Source: an optimization exercise on an open RTL-to-GDS flow (aim: small area, a short achievable clock period and few clock cycles). Production flows keep margins and buffers that such runs may drop.
Function was checked by simulation only, so behaviour that the tests miss may differ from the original.
Power and IR drop assume default switching activity.

**flow/run.sh**
```bash
#!/bin/bash
# synth_recipe.tcl (not shown) runs the flow's synth.tcl, then flattens the netlist and writes it again
# the make line also repeats each setting of config.mk as NAME=value (left out here)
make -C /OpenROAD-flow-scripts/flow DESIGN_CONFIG=/design/flow/config.mk WORK_HOME=/design/flow/orfs CLKGATE_MAP_FILE= SYNTH_SCRIPT=/design/flow/synth_recipe.tcl finish
```
**flow/config.mk**
```make
export PLATFORM = sky130hd
export DESIGN_NAME = top_proc
export DESIGN_NICKNAME = top_proc
export VERILOG_FILES = /design/flow/design.v
export SDC_FILE = /design/flow/constraint.sdc
export NUM_CORES = 4
export LEC_CHECK = 0
export CAP_MARGIN = 20
export CORE_MARGIN = 2
export CORE_UTILIZATION = 40
export SLEW_MARGIN = 20
```
**flow/constraint.sdc**
```tcl
create_clock -name core_clock -period 10.0 [get_ports {clk}]
set_input_delay 2.0000 -clock core_clock [delete_from_list [all_inputs] [get_ports {clk}]]
set_output_delay 2.0000 -clock core_clock [all_outputs]
set_load 0.01 [all_outputs]
```
**flow/design.v**
```verilog
module ALU(
  output [31:0] result,
  output zero,
  input [31:0] op1,
  input [31:0] op2,
  input [3:0] alu_op);
  parameter[3:0] ALUOP_AND = 4'b0000;
  parameter[3:0] ALUOP_OR = 4'b0001;
  parameter[3:0] ALUOP_ADD = 4'b0010;
  parameter[3:0] ALUOP_SUB = 4'b0110;
  parameter[3:0] ALUOP_LT = 4'b0100;
  parameter[3:0] ALUOP_Rsh = 4'b1000;
  parameter[3:0] ALUOP_Lsh = 4'b1001;
  parameter[3:0] ALUOP_NRsh = 4'b1010;
  parameter[3:0] ALUOP_XOR = 4'b0101;
assign result=(alu_op == ALUOP_AND) ? (op1&op2):
		 (alu_op == ALUOP_OR) ? (op1|op2):
		 (alu_op == ALUOP_ADD) ? (op1+op2):
		 (alu_op == ALUOP_SUB) ? (op1-op2):
		 (alu_op == ALUOP_LT) ? ($signed(op1)<$signed(op2)):
		 (alu_op == ALUOP_Rsh) ? (op1>>op2[4:0]):
		 (alu_op == ALUOP_Lsh) ? (op1<<op2[4:0]):
		 (alu_op == ALUOP_NRsh) ? ($unsigned($signed(op1)>>>op2[4:0])):
		 (alu_op == ALUOP_XOR) ? (op1^op2):
  		 (32'b0);
  assign zero=(result == 32'b0) ? (1'b1):(1'b0);
endmodule
`timescale 1ns / 1ps
module regfile(
  output reg [DATAWIDTH-1:0] readData1,
  output reg [DATAWIDTH-1:0] readData2,
  input clk,
  input [4:0] readReg1,
  input [4:0] readReg2,
  input [4:0] writeReg,
  input [DATAWIDTH-1:0] writeData,
  input write);
  parameter DATAWIDTH = 32;
  reg [DATAWIDTH-1 :0] register [31:0];
  always @(posedge clk) begin
	    if (write && (writeReg != 5'd0)) begin   
    	  register[writeReg] <= writeData;  
    	end
  end
   always @(posedge clk) begin
        if (readReg1 == 5'd0) begin
            readData1 <= {DATAWIDTH{1'b0}};   
        end else if (write && (writeReg == readReg1)) begin
            readData1 <= writeData;   
        end else begin
            readData1 <= register[readReg1];   
        end
        if (readReg2 == 5'd0) begin
            readData2 <= {DATAWIDTH{1'b0}};   
        end else if (write && (writeReg == readReg2)) begin
            readData2 <= writeData;   
        end else begin
            readData2 <= register[readReg2];   
        end
    end 
endmodule
module datapath(
  output reg [31:0] PC,
  output Zero,
  output [31:0] dAddress,
  output [31:0] dWriteData,
  output [31:0] WriteBackData,
  input clk,
  input rst,
  input [31:0] instr,
  input PCSrc,
  input ALUSrc,
  input RegWrite,
  input MemToReg,
  input [3:0] ALUCtrl,
  input loadPC,
  input [31:0] dReadData);
  parameter INITIAL_PC=32'h00400000;  
  parameter opcode_R=7'b0110011; 
  parameter opcode_I=7'b0010011; 
  parameter opcode_S=7'b0100011;
  parameter opcode_B=7'b1100011;
  parameter opcode_LW=7'b0000011; 
  reg [4:0] i1;	 
  reg [4:0] i2;	 
  reg [4:0] i3;   
  reg [11:0] imm12;   
  reg [31:0] imm32;
  wire [31:0] n1;   
  wire [31:0] n2;   
  wire [31:0] n3;   
  wire [31:0] n4;	 
  always @(*) begin		
    i1=instr[19:15];  
    i2=instr[24:20];  
    i3=instr[11:7];  
    if(instr[6:0]==opcode_I || instr[6:0]==opcode_LW)  
      imm12=instr[31:20];  
    else if(instr[6:0]==opcode_S)
      imm12={instr[31:25], instr[11:7]};  
    else if(instr[6:0]==opcode_B)
      imm12={instr[31],instr[7],instr[30:25],instr[11:8]};  
    else if(instr[6:0]==opcode_R)
      imm12=12'b000000000000;	 
    else begin							 
      imm12=12'b000000000000; 
    end
    imm32={ {20{imm12[11]}},imm12 };
  end 
  regfile REGFL(.readData1(n1), .readData2(n2), .clk(clk), .readReg1(i1), .readReg2(i2), .writeReg(i3) , .writeData(WriteBackData), .write(RegWrite));
  mux MUX1(.chosen(n3), .option0(n2), .option1(imm32), .control(ALUSrc)); 
  ALU ALU_DATAPATH (.result(n4), .zero(Zero), .op1(n1), .op2(n3), .alu_op(ALUCtrl) );
  assign dWriteData=n2;	 
  assign dAddress=n4;		 
  mux MUX2(.chosen(WriteBackData), .option0(n4), .option1(dReadData), .control(MemToReg));
  always @(posedge clk) begin
    if (!rst)
      PC<=INITIAL_PC;
    else if(loadPC) begin
      if(PCSrc)  
        PC<=PC+(imm32<<1); 
      else 
        PC<=PC+4; 
    end
  end        
endmodule    
module mux(
  output wire [31:0] chosen,
  input wire [31:0] option0,
  input wire [31:0] option1,
  input wire control);     
  assign chosen=(control) ? (option1) : (option0);
endmodule
module top_proc(
  output reg [31:0] PC,
  output [31:0] dAddress,
  output [31:0] dWriteData,
  output reg MemRead,
  output reg MemWrite,
  input clk,
  input rst,
  input [31:0] instr,
  input [31:0] dReadData);
   parameter INITIAL_PC=32'h00400000;
   parameter opcode_R=7'b0110011; 
   parameter opcode_I=7'b0010011; 
   parameter opcode_S=7'b0100011;
   parameter opcode_B=7'b1100011;
   parameter opcode_LW=7'b0000011; 
  reg [2:0] current_state;
  reg [2:0] next_state;
  parameter IF=3'b000;
  parameter ID=3'b001;
  parameter EX=3'b010;
  parameter MEM=3'b011;
  parameter WB=3'b100;
  wire [6:0] opcode;
  wire funct7;
  wire [2:0] funct3;
  reg [3:0] ALUCtrl;
  reg [2:0] ALUOp;
  reg ALUSrc;
  reg RegWrite;
  reg MemToReg;
  reg loadPC;
  reg Branch;
  wire Zero;
  wire PCSrc;
  wire [31:0] WriteBackData;	 
  assign opcode=instr[6:0];
  assign funct7=instr[30];
  assign funct3=instr[14:12];
  assign PCSrc=Zero&Branch;
  always @(*) begin	 
    case (opcode)
      opcode_R : begin
        ALUOp=3'b000;
        ALUSrc=1'b0;
        Branch=1'b0;
      end
      opcode_I : begin
        ALUOp=3'b001;
        ALUSrc=1'b1;
        Branch=1'b0;
      end
      opcode_S : begin
        ALUOp=3'b010;
        ALUSrc=1'b1;
        Branch=1'b0;
      end
      opcode_B : begin
        ALUOp=3'b011;
        ALUSrc=1'b0;
        Branch=1'b1;
      end
      opcode_LW : begin
        ALUOp=3'b100;
        ALUSrc=1'b1;
        Branch=1'b0;
      end
      default : begin
        ALUOp=3'b001;	 
        ALUSrc=1'b1;
        Branch=1'b0;
      end
    endcase
  end
  always @(*) begin   
    casex({ALUOp,funct7,funct3})
      7'b0000111, 7'b001x111 : ALUCtrl = 4'b0000;	 
      7'b0000110, 7'b001x110 : ALUCtrl = 4'b0001;	 
      7'b011x000, 7'b0001000 : ALUCtrl = 4'b0110;	 
      7'b0000010, 7'b001x010 : ALUCtrl = 4'b0100;	 
      7'b0000101, 7'b0010101 : ALUCtrl = 4'b1000;	 
      7'b0000001, 7'b0010001 : ALUCtrl = 4'b1001;	 
      7'b0001101, 7'b0011101 : ALUCtrl = 4'b1010;	 
      7'b0000100, 7'b001x100 : ALUCtrl = 4'b0101;	 
      7'b100x010: ALUCtrl=4'b0010; 
      default : ALUCtrl = 4'b0010;	 
    endcase							 
  end								 
  datapath DATAPATH(.PC(PC), .Zero(Zero), .dAddress(dAddress), .dWriteData(dWriteData), .WriteBackData(WriteBackData), .clk(clk), .rst(rst), .instr(instr), .PCSrc(PCSrc), .ALUSrc(ALUSrc), .RegWrite(RegWrite), .MemToReg(MemToReg), .ALUCtrl(ALUCtrl), .loadPC(loadPC), .dReadData(dReadData));
  always @(posedge clk)
    begin: STATE_MEMORY
      if(!rst)	 
        current_state<=IF;
      else
        current_state<=next_state;
    end
  always @(*)
    begin: NEXT_STATE_LOGIC		 
      case (current_state)
        IF: next_state=ID;
        ID: next_state=EX;
        EX: begin
          next_state=MEM;
        end
        MEM: next_state=WB;
        WB: next_state=IF;
        default: next_state=IF;
      endcase
    end
  always @(*)
    begin: OUTPUT_LOGIC			 
      case (current_state)
        IF: begin
          loadPC=1'b0;
          MemRead=1'b0;
          MemWrite=1'b0;
          MemToReg=1'b0;
          RegWrite=1'b0;
        end
        ID: begin
          loadPC=1'b0;
          MemRead=1'b0;
          MemWrite=1'b0;
          MemToReg=1'b0;
          RegWrite=1'b0;
        end
        EX:begin
          loadPC=1'b0;
          MemRead=1'b0;
          MemWrite=1'b0;
          MemToReg=1'b0;
          RegWrite=1'b0;
        end
        MEM: begin
          if(opcode==opcode_LW)	 
            MemRead=1'b1;
          else
            MemRead=1'b0;
          if (opcode==opcode_S)	 
            MemWrite=1'b1;
          else
            MemWrite=1'b0;
          MemToReg=1'b0;
          loadPC=1'b0;
          RegWrite=1'b0;
        end
        WB: begin 
          if(opcode==opcode_LW || opcode==opcode_I || opcode==opcode_R)
            RegWrite=1'b1;	 
          else				 
            RegWrite=1'b0;	 
          if(opcode==opcode_LW)
            MemToReg=1'b1;
          else
            MemToReg=1'b0;
          loadPC=1'b1;
          MemRead=1'b0;
          MemWrite=1'b0;
        end
        default:begin
          loadPC=1'b0;
          MemRead=1'b0;
          MemWrite=1'b0;
          MemToReg=1'b0;
          RegWrite=1'b0;
        end
      endcase
    end
endmodule
```
==> results.toml <==
[yosys]
synth.distinct_cells = 119
synth_flop_cell = "edfxtp_1"
ys_seq_elements = 1122
synthArstFlopShare = 0
synth_edf_count = 1024
syn-cell-area_um2 = 63710
yosysSeqAreaShare = 0.5134
ys_warn_count = 3
syn_avg_cell_area_um2 = 14.07
syn_inst = 4527

[layout]
drive_above_1_share = 0.2420
fin_cells = 6901
area_delta_synth_final_pct = 14.20
layout_commonest_cell = "edfxtp_1"
fillCellCount = 13860
final_cell_mix = "edfxtp_1 (1024), mux4_2 (576), nor2_1 (277), buf_4 (234), a21oi_1 (231)"
final_util = 0.4599
postLayoutCellArea_um2 = 72760
nNetsFinal = 4929

[sta]
relSlewSlack = 0.1947
setup_viol = 0
drv_slew = 0
totalNegativeSetupSlack_ns = 0
period_share = 0.9802
period_minus_slack_ns = 9.802
hold_viol = 0
worst_pin_slew_ns = 1.208
max_freq_ghz = 0.1020
rsz0062_at_grt = "false"
skew_ns = 0.05028

[clock_network]
cts_buffers = 114
clock_tree.buffer_depth = 3
clk_pin_slew_ns = 0.06
cts-root-buf = "clkbuf_16"
numClockSinks = 1122
cts_tree = "done"
cts_max_level = 3
clk_latency_ns = 0.75

[job]
max-cap-violations = 0

[detailed_routing]
drcViolationCount = 0
vias_per_cell = 6.556
wl_per_cell_um = 33.76
dr.pass1.iters = 6
wl_um = 233000
dr_total_vias = 45240
dr.first_iter.drc_count = 5824
ant_nets = 0

[hold_path]
holdCritPathClass = "reg -> reg"
min_to = "DATAPATH.PC[31]"
min_path_cells = 2
hold_start = "DATAPATH.PC[31]"

[floorplanning]
die_x_um = 403.1
boundaryPins = 164
core_um2 = 158200
fp.dieArea_um2 = 162500
start_util = 0.4027
die_h_um = 403.1
fp-row-count = 146

[placement]
place_congestion = 1.043
io_buffers = 162
postPlaceCellArea_um2 = 68880
dpl.hpwl_um = 152700
dp.cells = 6684

[critical_path]
cp.required_ns = 8.00
critical_path_class = "in -> out"
crit_chain = "clkdlybuf4s50_1, nand2b_1, nor2_1, o21ai_0, nor2_2, buf_4, a21o_1, inv_1, ha_1, or3_1, or4b_1, nand3_1, o211ai_1, a31oi_2, buf_4, o21ai_0, a221o_1, a221o_1, clkdlybuf4s50_1"
crit_fanout = 19
cp-start-kind = "primary input"
rrSetupSlack_ns = 3.65
path_buf_inv = 5
reg2reg_depth = 25
r2r-end = "DATAPATH.PC[18]"
critPathSlowestCell = "clkdlybuf4s50_1"
cp.arrival_ns = 7.80
timing.rr.start = "DATAPATH.REGFL.readData2[0]"
end_kind = "output pin"
slowest_delay_ns = 0.68
cp_top_family = "compound AO/OA/AOI/OAI gates"

[grt]
grt_max_degree = 109
antenna_found_initial = 5
grt_pass1_vias = 44440
grt_util_met1 = 0.3802
use_met3 = 0.05737
busiest_layer = "met2"
grt_usage = 0.2831
grt_pass1_wl_um = 330600
grt_overflow = 0
met2_usage = 0.4518

[pwr]
ir_drop_uv = 151.7
total_power_mw = 11.85
power-per-cell-area_nw_per_um2 = 162.9
leakage_nw = 24.67

[status]
status = "finished clean"
how the worst max path moves through the flow:
stage / from / to / slack (ns) / depth (start not counted)
global placement: instr[0] / dAddress[29] / 0.04 / 22
floorplan: instr[2] / dAddress[30] / 0.87 / 21
detailed placement: instr[4] / dAddress[29] / 0.06 / 23
CTS: instr[0] / dAddress[29] / 0.02 / 22
finish: instr[4] / dAddress[26] / 0.20 / 19
global route: instr[1] / dAddress[24] / 0.0009 / 24
cell type report:
class                      instances  area, µm²  area share
clock buffer                     140       3065     0.04213
timing repair buffer             411       3779     0.05194
inverter                         132      498.0    0.006844
antenna                            2      5.005  0.00006879
multi-input combinational       2950      29420      0.4044
clock inverter                    72      680.7    0.009355
tap                             2072       2592     0.03563
sequential                      1122      32710      0.4496
where the power goes:
group,total (mW),leakage [nW],switching [mW],internal (mW)
registers,5.47,10.1,0.102,5.37
clock network,4.32,1.84,1.84,2.48
logic,2.05,12.7,1.30,0.751
total,11.8,24.7,3.25,8.60
registers in the layout (all words and copies together) (netlist names):
| signal | cells |
|---|---|
| DATAPATH.REGFL.readData2 | 32 |
| DATAPATH.REGFL.register | 1024 |
| DATAPATH.REGFL.readData1 | 32 |
| current_state | 3 |
| DATAPATH.PC | 31 |
timing repair:
action,4_1_cts,5_1_grt
gates resized for setup,0,12
setup buffers,0,0
endpoints found under the setup margin,0,8
hold buffers,0,0
routing by layer:
layer	vias up	wire length, µm
met5	-	47
met2	2446	108700
met3	469	21900
li1	18880	-
met1	23450	92400
met4	6	9922
worst register-to-register path: stages, from the launching register on:
cell,delay [ns]
dfxtp_1,0.39
nand2b_1,0.21
a32oi_2,0.31
nor3_4,0.09
ha_1,0.23
fa_1,0.49
o21bai_2,0.20
a2111oi_1,0.14
buf_4,0.18
or4b_1,0.59
nand3_1,0.18
o211ai_1,0.20
a31oi_2,0.38
o211a_1,0.26
o41ai_1,0.09
buf_4,0.16
a2111oi_4,0.35
o32ai_2,0.15
buf_4,0.18
nor4b_4,0.28
nand4b_2,0.12
buf_4,0.27
nor2_8,0.20
buf_12,0.20
mux2_1,0.36
a21oi_1,0.12
cells in the mapped netlist (all sizes together), types with 14 or more instances:
cell     count  area share
edfxtp    1024        0.48
mux4       576        0.20
nor2       325       0.019
a21oi      232       0.018
clkbuf     204       0.012
nand2      203       0.012
mux2i      179       0.028
buf        148       0.013
a211oi     130       0.015
ha         129       0.025
inv        129      0.0076
o21ai      126      0.0099
dfxtp       98       0.031
nor3        80      0.0067
nand3       59      0.0046
a21o        56      0.0066
o22ai       47      0.0046
nor2b       44      0.0043
mux2        43      0.0076
o211ai      43      0.0051
a221oi      42      0.0059
o221ai      40      0.0055
a31oi       38      0.0037
nor4        36      0.0038
or3         35      0.0034
and3        33      0.0032
nand2b      32      0.0031
o31ai       27      0.0032
xnor2       27      0.0037
and2        24      0.0024
o21a        22      0.0026
a2111oi     19      0.0029
nand4       18      0.0018
a221o       16      0.0025
xor2        16      0.0022
or2         14      0.0014
cell families after synthesis:
group,count (synthesis),share of synthesized area
adders and majority gates,132,0.02628
and+or+nand+nor,955,0.07361
xor gates and xnor gates,43,0.005911
other,1,0.00005886
DFF,1122,0.5134
buffers and inverters,487,0.03297
AOI/OAI and AO/OA,989,0.1084
muxes,798,0.2393
through the flow:
step	worst slack (ns)	hold WS, ns
after floorplan	0.8723	0.4371
after global placement	0.03711	0.4510
after detailed placement	0.06365	0.4626
after CTS	0.02105	0.4779
after global routing	0.0008971	0.4987
final	0.1981	0.4700
Testbench counts, summed over its fixed seeds: cycles 83,603.

==> what the ideal ports hide <==
Ports are ideal in the flow. The routed layout listed here was re-timed in OpenROAD.
Step 1: set_driving_cell puts a clkbuf_16 on clk and a buf_2 on each other input, an assumption about the parent block.
Step 2 also shifts input and output timing later by t, the mid clock arrival at the registers, as if the neighbouring blocks saw the same clock.
Slacks: no drivers / after step 1 / after step 2; pairs: no drivers / after step 1.
shift t [ns]: 0.803
slack for setup (ns): 0.198 / 0.113 / 0.113
worst setup path at the end: input to output
latest minus earliest clock arrival (ns): 0.051 / 0.051
pins driven straight from the clock port: 1
After both steps setup and hold are still met in this run. The setup slack of this run moves by -0.085 ns with the drivers and by -0.085 ns with both steps.
